Source: an optimization exercise on an open RTL-to-GDS flow (aim: small area, a short achievable clock period and few clock cycles). Production flows keep margins and buffers that such runs may drop.
RTL that was checked went through simulation tests only; none was proved equivalent to the original.
The clock input has no modelled driver; a real chip could not lean on it and would need a root buffer or a full tree.
Power and IR drop assume default switching activity.

==> build 68 <==
## registers
module registers (
	input				axi_clk,
	input		[11:0]	h2f_axi_awid,
	input		[29:0]	h2f_axi_awaddr,
	input				h2f_axi_awvalid,
	output	reg			h2f_axi_awready,
	input		[31:0]	h2f_axi_wdata,
	input		[3:0]	h2f_axi_wstrb,
	input				h2f_axi_wlast,
	input				h2f_axi_wvalid,
	output	reg			h2f_axi_wready,
	output		[11:0]	h2f_axi_bid,
	output		[1:0]	h2f_axi_bresp,
	output	reg			h2f_axi_bvalid,
	input				h2f_axi_bready,
	input		[11:0]	h2f_axi_arid,
	input		[29:0]	h2f_axi_araddr,
	input		[3:0]	h2f_axi_arlen,
	input				h2f_axi_arvalid,
	output	reg			h2f_axi_arready,
	output		[11:0]	h2f_axi_rid,
	output	reg	[31:0]	h2f_axi_rdata,
	output		[1:0]	h2f_axi_rresp,
	output	reg			h2f_axi_rlast,
	output	reg			h2f_axi_rvalid,
	input				h2f_axi_rready,
	input		[31:0]	reg_fpga_rev,
	input				reg_sw1_4,
	input				reg_sw1_3,
	input				reg_sw1_2,
	input				reg_sw1_1,
	output	reg			reg_jp3_4,
	output	reg			reg_jp3_3,
	output	reg			reg_jp3_2,
	output	reg			reg_jp3_1,
	output	reg			reg_led_8,
	output	reg			reg_led_7,
	output	reg			reg_led_6,
	input				reg_led_5,
	output	reg	[20:1]	reg_jp5,
	output	reg	[6:1]	reg_jp4_rxn,
	output	reg	[6:1]	reg_jp4_rxp,
	output	reg	[6:1]	reg_jp4_txn,
	output	reg	[6:1]	reg_jp4_txp,
	input				axi_rst
);
==> flow/config.mk <==
export PLATFORM = sky130hd
export DESIGN_NAME = registers
export DESIGN_NICKNAME = registers
export VERILOG_FILES = /design/flow/design.v
export SDC_FILE = /design/flow/constraint.sdc
export NUM_CORES = 4
export LEC_CHECK = 0
export CAP_MARGIN = 20
export CORE_AREA = 10 10 150 150
export CTS_BUF_LIST = sky130_fd_sc_hd__clkbuf_8
export CTS_CLUSTER_SIZE = 40
export DIE_AREA = 0 0 160 160
export PLACE_DENSITY = 0.5
export SETUP_SLACK_MARGIN = 2.2
export SLEW_MARGIN = 20
export SYNTH_HIERARCHICAL = 1
export TNS_END_PERCENT = 20
==> flow/constraint.sdc <==
create_clock -name core_clock -period 4.0 [get_ports {axi_clk}]
set_input_delay 0.8000 -clock core_clock [delete_from_list [all_inputs] [get_ports {axi_clk}]]
set_output_delay 0.8000 -clock core_clock [all_outputs]
set_load 0.01 [all_outputs]
standard.sh (not shown) runs the stock make flow with config.mk's settings and CLKGATE_MAP_FILE= SYNTH_SCRIPT=/design/flow/synth_recipe.tcl, a recipe that flattens the netlist after the stock synthesis.
==> flow/flow/run.sh <==
#!/bin/bash
set -euo pipefail
bash standard.sh 'BUFFER_PORTS_ARGS=-buffer_cell sky130_fd_sc_hd__buf_1' \
  "PRE_CTS_TCL=$PWD/flow/manual_tree.tcl" \
  finish > make.log 2>&1
==> flow/flow/manual_tree.tcl <==
# Clock tree built by hand, in levels: the clock sinks are split into groups by
# location (k-means) and each group is driven by one clock buffer at its centre;
# the buffers' inputs are grouped again for the next level; the clock port drives
# the top level.
proc kmeans_groups {items K} {
  set n [llength $items]
  set sorted [lsort -real -index 1 $items]
  set cx {}; set cy {}
  for {set k 0} {$k < $K} {incr k} {
    set s [lindex $sorted [expr {int(($k + 0.5) * $n / $K)}]]
    lappend cx [lindex $s 1]; lappend cy [lindex $s 2]
  }
  for {set iter 0} {$iter < 100} {incr iter} {
    set sx [lrepeat $K 0.0]; set sy [lrepeat $K 0.0]; set sc [lrepeat $K 0]
    set assign {}
    foreach s $items {
      set best 0; set bd 1e30
      for {set k 0} {$k < $K} {incr k} {
        set d [expr {abs([lindex $s 1] - [lindex $cx $k]) + abs([lindex $s 2] - [lindex $cy $k])}]
        if {$d < $bd} { set bd $d; set best $k }
      }
      lappend assign $best
      lset sx $best [expr {[lindex $sx $best] + [lindex $s 1]}]
      lset sy $best [expr {[lindex $sy $best] + [lindex $s 2]}]
      lset sc $best [expr {[lindex $sc $best] + 1}]
    }
    for {set k 0} {$k < $K} {incr k} {
      if {[lindex $sc $k] > 0} {
        lset cx $k [expr {[lindex $sx $k] / [lindex $sc $k]}]
        lset cy $k [expr {[lindex $sy $k] / [lindex $sc $k]}]
      }
    }
  }
  return [list $assign $cx $cy $sc]
}

# items: list of {iterm x y}; drives each group from a new buffer; returns the buffers' inputs
proc drive_groups {items K cell prefix} {
  set block [ord::get_db_block]
  lassign [kmeans_groups $items $K] assign cx cy sc
  set master [[ord::get_db] findMaster $cell]
  set out {}
  for {set k 0} {$k < $K} {incr k} {
    if {[lindex $sc $k] == 0} { continue }
    set inst [odb::dbInst_create $block $master "${prefix}_$k"]
    $inst setLocation [expr {int([lindex $cx $k])}] [expr {int([lindex $cy $k])}]
    $inst setPlacementStatus PLACED
    set cn [odb::dbNet_create $block "${prefix}_net_$k"]
    $cn setSigType CLOCK
    [$inst findITerm X] connect $cn
    set net($k) $cn
    lappend out [list [$inst findITerm A] [lindex $cx $k] [lindex $cy $k]]
  }
  set i 0
  foreach s $items {
    set it [lindex $s 0]
    $it disconnect
    $it connect $net([lindex $assign $i])
    incr i
  }
  puts "clock level $prefix: [llength $out] x $cell, group sizes $sc"
  return $out
}

proc manual_clock_tree2 {levels} {
  set block [ord::get_db_block]
  set clk [$block findNet axi_clk]
  set items {}
  foreach it [$clk getITerms] {
    set bb [[$it getInst] getBBox]
    lappend items [list $it [expr {([$bb xMin] + [$bb xMax]) / 2.0}] [expr {([$bb yMin] + [$bb yMax]) / 2.0}]]
  }
  set l 0
  foreach {K cell} $levels {
    set items [drive_groups $items $K $cell clkman$l]
    incr l
  }
  foreach s $items { [lindex $s 0] connect $clk }
}

# Used as PRE_CTS_TCL: build the tree by hand (12 leaf clkbuf_8 under 3 clkbuf_16 fed
# by the clock port), then make the CTS call in cts.tcl a no-op so the rest of the
# step (placement legalisation, timing repair, outputs) runs as usual.
manual_clock_tree2 {12 sky130_fd_sc_hd__clkbuf_8 3 sky130_fd_sc_hd__clkbuf_16}
proc clock_tree_synthesis {args} { puts "clock tree built by hand; clock_tree_synthesis skipped" }
==> trial 97: changes against build 68 <==
--- a/flow/design.v
+++ b/flow/design.v
@@ -91,20 +91,19 @@
 	wire eng_n    = rload ? (rrem != 4'd0) : (eng | ar_hs);
 	wire eng_new_n = ~rload & (eng_new | ar_hs);
 	wire rvalid_n = rload | (h2f_axi_rvalid & ~h2f_axi_rready);
 	wire [31:0] w1 = {12'b0, reg_sw1_4, reg_sw1_3, reg_sw1_2, reg_sw1_1, 4'b0,
 	                  reg_jp3_4, reg_jp3_3, reg_jp3_2, reg_jp3_1, 4'b0,
 	                  reg_led_8, reg_led_7, reg_led_6, reg_led_5};
 	wire [31:0] w2 = {12'b0, reg_jp5};
 	wire [31:0] w3 = {2'b0, reg_jp4_rxn, 2'b0, reg_jp4_rxp, 2'b0, reg_jp4_txn, 2'b0, reg_jp4_txp};
-	wire stall = h2f_axi_rvalid & ~h2f_axi_rready;
-	wire [3:0] rs = sel & {4{dir & ~stall}};
-	wire rs_w = ~dir & h2f_axi_wready;
-	wire rs_h = dir ? stall : ~h2f_axi_wready;
+	wire [3:0] rs = sel & {4{rload}};
+	wire rs_w = ~rload & w_hs;
+	wire rs_h = ~rload & ~w_hs;
 	wire [31:0] rdata_n;
 	registers_ao6 u_rd0 (rs[0], reg_fpga_rev[0], rs[1], w1[0], rs[2], w2[0], rs[3], w3[0], rs_w, wcap[0], rs_h, h2f_axi_rdata[0], rdata_n[0]);
 	registers_ao6 u_rd1 (rs[0], reg_fpga_rev[1], rs[1], w1[1], rs[2], w2[1], rs[3], w3[1], rs_w, wcap[1], rs_h, h2f_axi_rdata[1], rdata_n[1]);
 	registers_ao6 u_rd2 (rs[0], reg_fpga_rev[2], rs[1], w1[2], rs[2], w2[2], rs[3], w3[2], rs_w, wcap[2], rs_h, h2f_axi_rdata[2], rdata_n[2]);
 	registers_ao6 u_rd3 (rs[0], reg_fpga_rev[3], rs[1], w1[3], rs[2], w2[3], rs[3], w3[3], rs_w, wcap[3], rs_h, h2f_axi_rdata[3], rdata_n[3]);
 	registers_ao5 u_rd4 (rs[0], reg_fpga_rev[4], rs[2], w2[4], rs[3], w3[4], rs_w, wcap[4], rs_h, h2f_axi_rdata[4], rdata_n[4]);
 	registers_ao5 u_rd5 (rs[0], reg_fpga_rev[5], rs[2], w2[5], rs[3], w3[5], rs_w, wcap[5], rs_h, h2f_axi_rdata[5], rdata_n[5]);
 	registers_ao4 u_rd6 (rs[0], reg_fpga_rev[6], rs[2], w2[6], rs_w, wcap[6], rs_h, h2f_axi_rdata[6], rdata_n[6]);
==> flow/flow/run.sh (replaced) <==
#!/bin/bash
set -euo pipefail
bash standard.sh 'BUFFER_PORTS_ARGS=-buffer_cell sky130_fd_sc_hd__buf_1' \
  'CTS_ARGS=-sink_clustering_enable -repair_clock_nets -buf_list sky130_fd_sc_hd__clkbuf_8 -sink_clustering_size 40 -dont_use_dummy_load' \
  finish > make.log 2>&1
removed: flow/flow/manual_tree.tcl
==> qor summary <==
Run status: trial 97 no timing/DRC/antenna violations; build 68 no timing/DRC/antenna violations
Vias: trial 97 4,857; build 68 5,087
Total met3 wirelength after detailed routing: trial 97 1.65 mm; build 68 1.82 mm
Instance count of the mapped netlist: trial 97 487; build 68 485
Combinational Power: trial 97 1.71 mW; build 68 2.03 mW
Routed length on met1: trial 97 8.19 mm; build 68 9.14 mm
CP Data Arrival Time: trial 97 1.04 ns; build 68 2.02 ns
Adder-cell share of the synthesized area: trial 97 0.868%; build 68 0.872%
Cell internal pwr: trial 97 3.12 mW; build 68 3.27 mW
Critical path's slowest cell: trial 97 sky130_fd_sc_hd__edfxtp_1; build 68 sky130_fd_sc_hd__nor4b_4
Proportion of layout cells with a drive suffix above 1: trial 97 20.9%; build 68 22.9%
Via count of the first global-routing pass: trial 97 5,172; build 68 5,375
Combinational cell fraction of total power: trial 97 35.2%; build 68 39.2%
Simple-gate share of the synthesized area: trial 97 13.5%; build 68 13.5%
Clock Latency Late Sink: trial 97 0.44 ns; build 68 0.33 ns
Testbench counts of trial 97, summed over its fixed seeds: cycles 12,061.
No functional check of the RTL was part of build 68. The clock cells of build 68 come from the design's own scripts or RTL, not from TritonCTS.

## static timing again, ports no longer ideal
How much do the figures lean on ideal ports? The routed layouts below were timed once more, with nothing changed but the port constraints. Step 1: set_driving_cell puts a clkbuf_16 on axi_clk and a buf_2 on each other input, an assumption about the parent block. Step 2 times the ports against the registers' clock, not the clock port: input delays grow and output delays shrink by t, the midpoint of the rising clock arrivals with the driver on. Slacks: no drivers / after step 1 / after step 2; pairs: no drivers / after step 1.
run | t, ns | slack for setup (ns) | latest minus earliest clock arrival (ns) | worst register clock-pin slew, ns
build 68 | 0.365 | 2.170 / 2.106 / 1.834 | 0.080 / 0.080 | 0.11 / 0.11
trial 97 | 0.460 | 2.156 / 2.121 / 1.721 | 0.034 / 0.033 | 0.09 / 0.09
After both steps every run listed still meets setup and hold. The setup slack of trial 97, which loses most, moves by -0.035 ns with the drivers and by -0.435 ns with both steps.
